This design comes from an exercise in tuning for small area, a short achievable clock period and few clock cycles per item on the open sky130 flow, not from production work. RTL that was checked went through simulation tests only; none was proved equivalent to the original. Power is estimated from default activity; no workload was simulated.

Design CONV, start of the top module:
module  CONV(
	input				clk,
	input				rst_n,
	input 				mode,
	input       		in_valid,
	output reg			out_valid,
	output 		[13:0] 	AWADDR,
	output		 [7:0] 	AWLEN,
	output 				AWVALID,
	input 				AWREADY,
	output reg  [31:0]	WDATA,
	output 				WVALID,
	input 				WREADY,
	output 		[13:0] 	ARADDR,
	output 		 [7:0] 	ARLEN,
	output 				ARVALID,
	input 				ARREADY,
	input		[31:0] 	RDATA,
	input 				RVALID,
	output reg			RREADY
);
Size in the first run: roughly 2,800 cells after synthesis, roughly 660 flip-flops, about 120 I/O pins, about 35,000 um^2 of cells after synthesis.
Settings: LEC_CHECK=0, CAP_MARGIN=20, CORE_MARGIN=2, CORE_UTILIZATION=40, SETUP_SLACK_MARGIN=4.6, SLEW_MARGIN=20; clock period 8.0 ns.
run.sh (not shown) runs the stock make flow with config.mk's settings and CLKGATE_MAP_FILE= SYNTH_SCRIPT=/design/flow/synth_recipe.tcl, a recipe that flattens the netlist after the stock synthesis.
Testbench counts at the start, summed over its fixed seeds: cycles 224,650, images 12.
Rerun with:
- ABC_CLOCK_PERIOD_IN_PS: default -> 3500
The new run finished with timing, DRC and antenna clean.
Synthesized area is unchanged.
Wire length stays the same.
Cell area is unchanged.
Combinational power is about the same.
Sequential share of layout area stays the same.
Sequential power is about the same.
Total power does not change.
Worst setup slack stays the same.
Critical path depth does not change.

* * *

Setup of run A:
Another version of the RTL of CONV (not shown whole).
Size: ~2800 cells after synthesis, about 120 I/O pins.
// CONV
module  CONV(
	input				clk,
	input				rst_n,
	input 				mode,
	input       		in_valid,
	output reg			out_valid,
	output 		[13:0] 	AWADDR,
	output		 [7:0] 	AWLEN,
	output 				AWVALID,
	input 				AWREADY,
	output reg  [31:0]	WDATA,
	output 				WVALID,
	input 				WREADY,
	output 		[13:0] 	ARADDR,
	output 		 [7:0] 	ARLEN,
	output 				ARVALID,
	input 				ARREADY,
	input		[31:0] 	RDATA,
	input 				RVALID,
	output reg			RREADY
);
Settings: LEC_CHECK=0, CAP_MARGIN=20, CORE_MARGIN=2, CORE_UTILIZATION=60, PLACE_DENSITY=0.75, SETUP_SLACK_MARGIN=4.6, SLEW_MARGIN=20; clock period 8.0 ns.
Changes in run B relative to run A:
- CORE_UTILIZATION: 60 -> 40
- PLACE_DENSITY: 0.75 -> unset
==> notes.md <==
- Going from run A to run B, the post-route fraction of the period consumed by the critical path was found to have gone up by 0.23 points.
- Going from run A to run B, sum of internal, switching and leakage power grew by a few percent.
- In run B the multi-input logic portion of the cell area turned out 0.44 points lower than in run A.
- The final instance area reported for run B is greater than that of run A by about 2.4%.
- Delta (run B minus run A): share of total power in the clock network went up by 1.0 points; floorplan die height went up by 55 um.
- Sequential share of layout area ended up 1.1 points lower on run B than on run A.
Edits applied to the flow inputs when going from run B to run C:
- swapping 4.6 for 4.3 in SETUP_SLACK_MARGIN
### Flow results
Run C against run B: number of buffers created by CTS climbed 2; initial antenna violation count dropped 4.
Run B -> run C: wire length of the first global-routing pass decreased by a few percent
Having completed the whole flow, run B delivered a layout that passed the timing, DRC and antenna checks.
Run C | status: complete | timing, DRC, antenna: pass
Register-to-register slack (lower): run C
Run C vs. run B: count of buffer and inverter cells on the critical path decreased by 2 relative to the old numbers; power after layout grew by 1.6%; global router's overall resource usage decreased 0.79 points.
Route | run C vs run B | wire shorter in run C
No run of this note included a check of the RTL's function; only the layout flow was run.

* * *

Setup of job 5383:
Another version of the RTL of CONV (not shown whole).
Size in the first run: ~2600 cells after synthesis, about 630 flip-flops, ~120 I/O pins, about 34000 um2 of cells after synthesis.
// CONV
module  CONV(
	input				clk,
	input				rst_n,
	input 				mode,
	input       		in_valid,
	output reg			out_valid,
	output 		[13:0] 	AWADDR,
	output		 [7:0] 	AWLEN,
	output 				AWVALID,
	input 				AWREADY,
	output reg  [31:0]	WDATA,
	output 				WVALID,
	input 				WREADY,
	output 		[13:0] 	ARADDR,
	output 		 [7:0] 	ARLEN,
	output 				ARVALID,
	input 				ARREADY,
	input		[31:0] 	RDATA,
	input 				RVALID,
	output reg			RREADY
);
Settings: LEC_CHECK=0, CAP_MARGIN=20, CORE_MARGIN=2, CORE_UTILIZATION=40, SETUP_SLACK_MARGIN=4.6, SLEW_MARGIN=20; clock period 8.0 ns.
For job 6702, these inputs were changed with respect to job 5383:
- a change of SETUP_SLACK_MARGIN from 4.6 to 4.0
==> notes.md <==
Share of the synthesized netlist area taken by xor and xnor gates: job 5383 vs job 6702 identical. From job 5383 to job 6702 the numbers moved as follows: filler cell count went up 2.8%; fmax went down about 5.5%; routed wire length went down 3.6%; number of signal-net buffers in the layout went down 98. Re post-route cell area: job 5383 and job 6702 aren't equal, and the higher value belongs to job 5383. On clock skew: between job 5383 and job 6702, it ends up lower for job 5383. Compared with job 5383, job 6702 shows a lower hold slack. Endpoint of the most critical setup path: tc[15]$_DFFE_PP_ -> job 6702, tc[20]$_DFFE_PP_ -> job 5383. Diff job 5383..job 6702 | relative contribution of combinational cells to total power | negligible. The count of clock-buffer cells in the layout of job 6702 is higher than that of job 5383.
--- input diff job 6702..job 7022 ---
- SETUP_SLACK_MARGIN changed from 4.0 to 5.0
## What came out
In job 7022 the actual slew at the worst max-slew pin turned out 270 ps lower than in job 6702.
Job 7022 vs. job 6702: worst setup slack climbed 170 ps; critical path depth dropped 1.
No functional check of the RTL was part of any run of this note.

* * *

Another version of the RTL of CONV (not shown whole).
For scale: ~2700 cells after synthesis, roughly 640 flip-flops, ~120 I/O pins.
Settings: LEC_CHECK=0, CAP_MARGIN=5, CORE_MARGIN=2, CORE_UTILIZATION=40, CTS_BUF_LIST=sky130_fd_sc_hd__clkbuf_4 sky130_fd_sc_hd__clkbuf_8, SETUP_SLACK_MARGIN=4.6, SLEW_MARGIN=5; clock period 8.0 ns.
The baseline produced a clean layout.
Testbench counts at the start, summed over its fixed seeds: cycles 224,425, images 12.
==> next run, changes <==
--- a/flow/config.mk
+++ b/flow/config.mk
@@ -6,8 +6,8 @@
 export NUM_CORES = 4
 export LEC_CHECK = 0
-export CAP_MARGIN = 5
+export CAP_MARGIN = 20
 export CORE_MARGIN = 2
 export CORE_UTILIZATION = 40
 export CTS_BUF_LIST = sky130_fd_sc_hd__clkbuf_4 sky130_fd_sc_hd__clkbuf_8
-export SETUP_SLACK_MARGIN = 4.6
-export SLEW_MARGIN = 5
+export SETUP_SLACK_MARGIN = 4.8
+export SLEW_MARGIN = 20
Routed wire length is higher slightly.
Non-clock buffer count is higher by 31.
Die area is unchanged.
Setup slack got worse by 0.051 ns.

* * *

Starting RTL as in the previous note.
clock: 8.0 ns
lec_check: 0
cap_margin: 20
core_margin: 2
core_utilization: 60
cts_buf_list: sky130_fd_sc_hd__clkbuf_4 sky130_fd_sc_hd__clkbuf_8
place_density: 0.75
setup_slack_margin: 4.6
slew_margin: 20
The first run went through all stages and came out clean.
Testbench counts at the start, summed over its fixed seeds: cycles 224,425, images 12.
==> next run, changes <==
--- a/flow/config.mk
+++ b/flow/config.mk
@@ -7,7 +7,7 @@
 export LEC_CHECK = 0
+export ABC_AREA = 1
 export CAP_MARGIN = 20
 export CORE_MARGIN = 2
-export CORE_UTILIZATION = 60
-export CTS_BUF_LIST = sky130_fd_sc_hd__clkbuf_4 sky130_fd_sc_hd__clkbuf_8
-export PLACE_DENSITY = 0.75
+export CORE_UTILIZATION = 40
+export CTS_BUF_LIST = sky130_fd_sc_hd__clkbuf_4
 export SETUP_SLACK_MARGIN = 4.6
The new run produced a clean layout. Fmax came out higher by 1.9%. Clock-buffer cell count came out higher by 111. Worst hold slack is worse by 0.031 ns. Sequential cell count does not change. Register-to-register slack is better by 0.07 ns. Cell area came out higher by 1.7%. Die area came out higher by 51%.

* * *

CONV again, from the RTL that the note above started with.
Settings: LEC_CHECK=0, CAP_MARGIN=0, CORE_MARGIN=2, CORE_UTILIZATION=40, CTS_BUF_LIST=sky130_fd_sc_hd__clkbuf_4 sky130_fd_sc_hd__clkbuf_8, SETUP_SLACK_MARGIN=4.6, SLEW_MARGIN=0; clock period 8.0 ns.
Testbench counts at the start, summed over its fixed seeds: cycles 224,425, images 12.
==> next run, changes <==
--- a/flow/config.mk
+++ b/flow/config.mk
@@ -7,7 +7,6 @@
 export LEC_CHECK = 0
-export CAP_MARGIN = 0
+export CAP_MARGIN = 20
 export CORE_MARGIN = 2
 export CORE_UTILIZATION = 40
-export CTS_BUF_LIST = sky130_fd_sc_hd__clkbuf_4 sky130_fd_sc_hd__clkbuf_8
 export SETUP_SLACK_MARGIN = 4.6
-export SLEW_MARGIN = 0
+export SLEW_MARGIN = 20
Combinational power hardly moves. Via count is lower by 0.41%. Clock skew came out lower by 41 ps. Sequential power is about the same. Worst setup slack got worse by 91 ps. Routed wire length came out higher by 1.1%. Final area rises by 1.4%.
==> next run, changes <==
--- a/flow/config.mk
+++ b/flow/config.mk
@@ -10,2 +10,3 @@
 export CORE_UTILIZATION = 40
+export CTS_BUF_LIST = sky130_fd_sc_hd__clkbuf_4 sky130_fd_sc_hd__clkbuf_8
 export SETUP_SLACK_MARGIN = 4.6
After rerunning: Sequential cell count does not change. Area after synthesis stays the same. Clock power falls by 11%.
==> next run, changes <==
--- a/flow/config.mk
+++ b/flow/config.mk
@@ -7,7 +7,8 @@
 export LEC_CHECK = 0
-export CAP_MARGIN = 20
+export CAP_MARGIN = 5
 export CORE_MARGIN = 2
-export CORE_UTILIZATION = 40
+export CORE_UTILIZATION = 55
 export CTS_BUF_LIST = sky130_fd_sc_hd__clkbuf_4 sky130_fd_sc_hd__clkbuf_8
+export PLACE_DENSITY = 0.7
 export SETUP_SLACK_MARGIN = 4.6
-export SLEW_MARGIN = 20
+export SLEW_MARGIN = 5
Result: Final area came out lower by 1.5%; core utilization came out higher by 17 points; synthesized cell count is unchanged; via count came out higher by 0.53%; combinational power barely changes; area after synthesis stays the same; cell count came out lower by about 9%; die area came out lower by 27%; critical path depth came out lower by 2; setup slack loses 39 ps.

-- re-timing with driven ports --
No port has a modelled driver above. Below, the same layouts with a new extraction and two added sets of constraints. Step 1: set_driving_cell puts a clkbuf_16 on clk and a buf_2 on each other input, an assumption about the parent block. Step 2, shift: input delay + t, output delay - t, t = (earliest + latest rising clock arrival at the registers) / 2. This alone moves slack from input paths to output paths. Slacks: ideal ports / drivers / drivers and shift; pairs: ideal ports / drivers.
run	t, ns	slack for setup (ns)	worst data-port slew with drivers (ns)
the first run of note 1	0.665	4.327 / 4.327 / 4.015	0.07
the second run of note 1	0.665	4.327 / 4.327 / 4.015	0.07
run A	0.680	4.405 / 4.405 / 4.181	0.07
run B	0.671	4.387 / 4.387 / 4.061	0.08
run C	0.679	4.261 / 4.261 / 3.956	0.07
job 5383	0.674	4.333 / 4.333 / 4.130	0.06
job 6702	0.679	4.120 / 4.120 / 3.808	0.08
job 7022	0.683	4.289 / 4.289 / 4.289	0.07
the first run of note 4	0.793	4.536 / 4.536 / 3.950	0.08
the second run of note 4	0.760	4.485 / 4.485 / 4.029	0.06
the first run of note 5	0.768	4.417 / 4.417 / 4.206	0.06
the second run of note 5	1.033	4.485 / 4.485 / 3.545	0.07
the first run of note 6	0.795	4.529 / 4.529 / 3.934	0.08
the second run of note 6	0.673	4.439 / 4.439 / 4.029	0.08
the third run of note 6	0.768	4.505 / 4.505 / 4.130	0.08
the fourth run of note 6	0.770	4.466 / 4.466 / 3.865	0.07
After both steps every run listed still meets setup and hold. For the second run of note 5, which loses most, drivers alone change the setup slack by 0.000 ns; drivers and shift together by -0.940 ns.
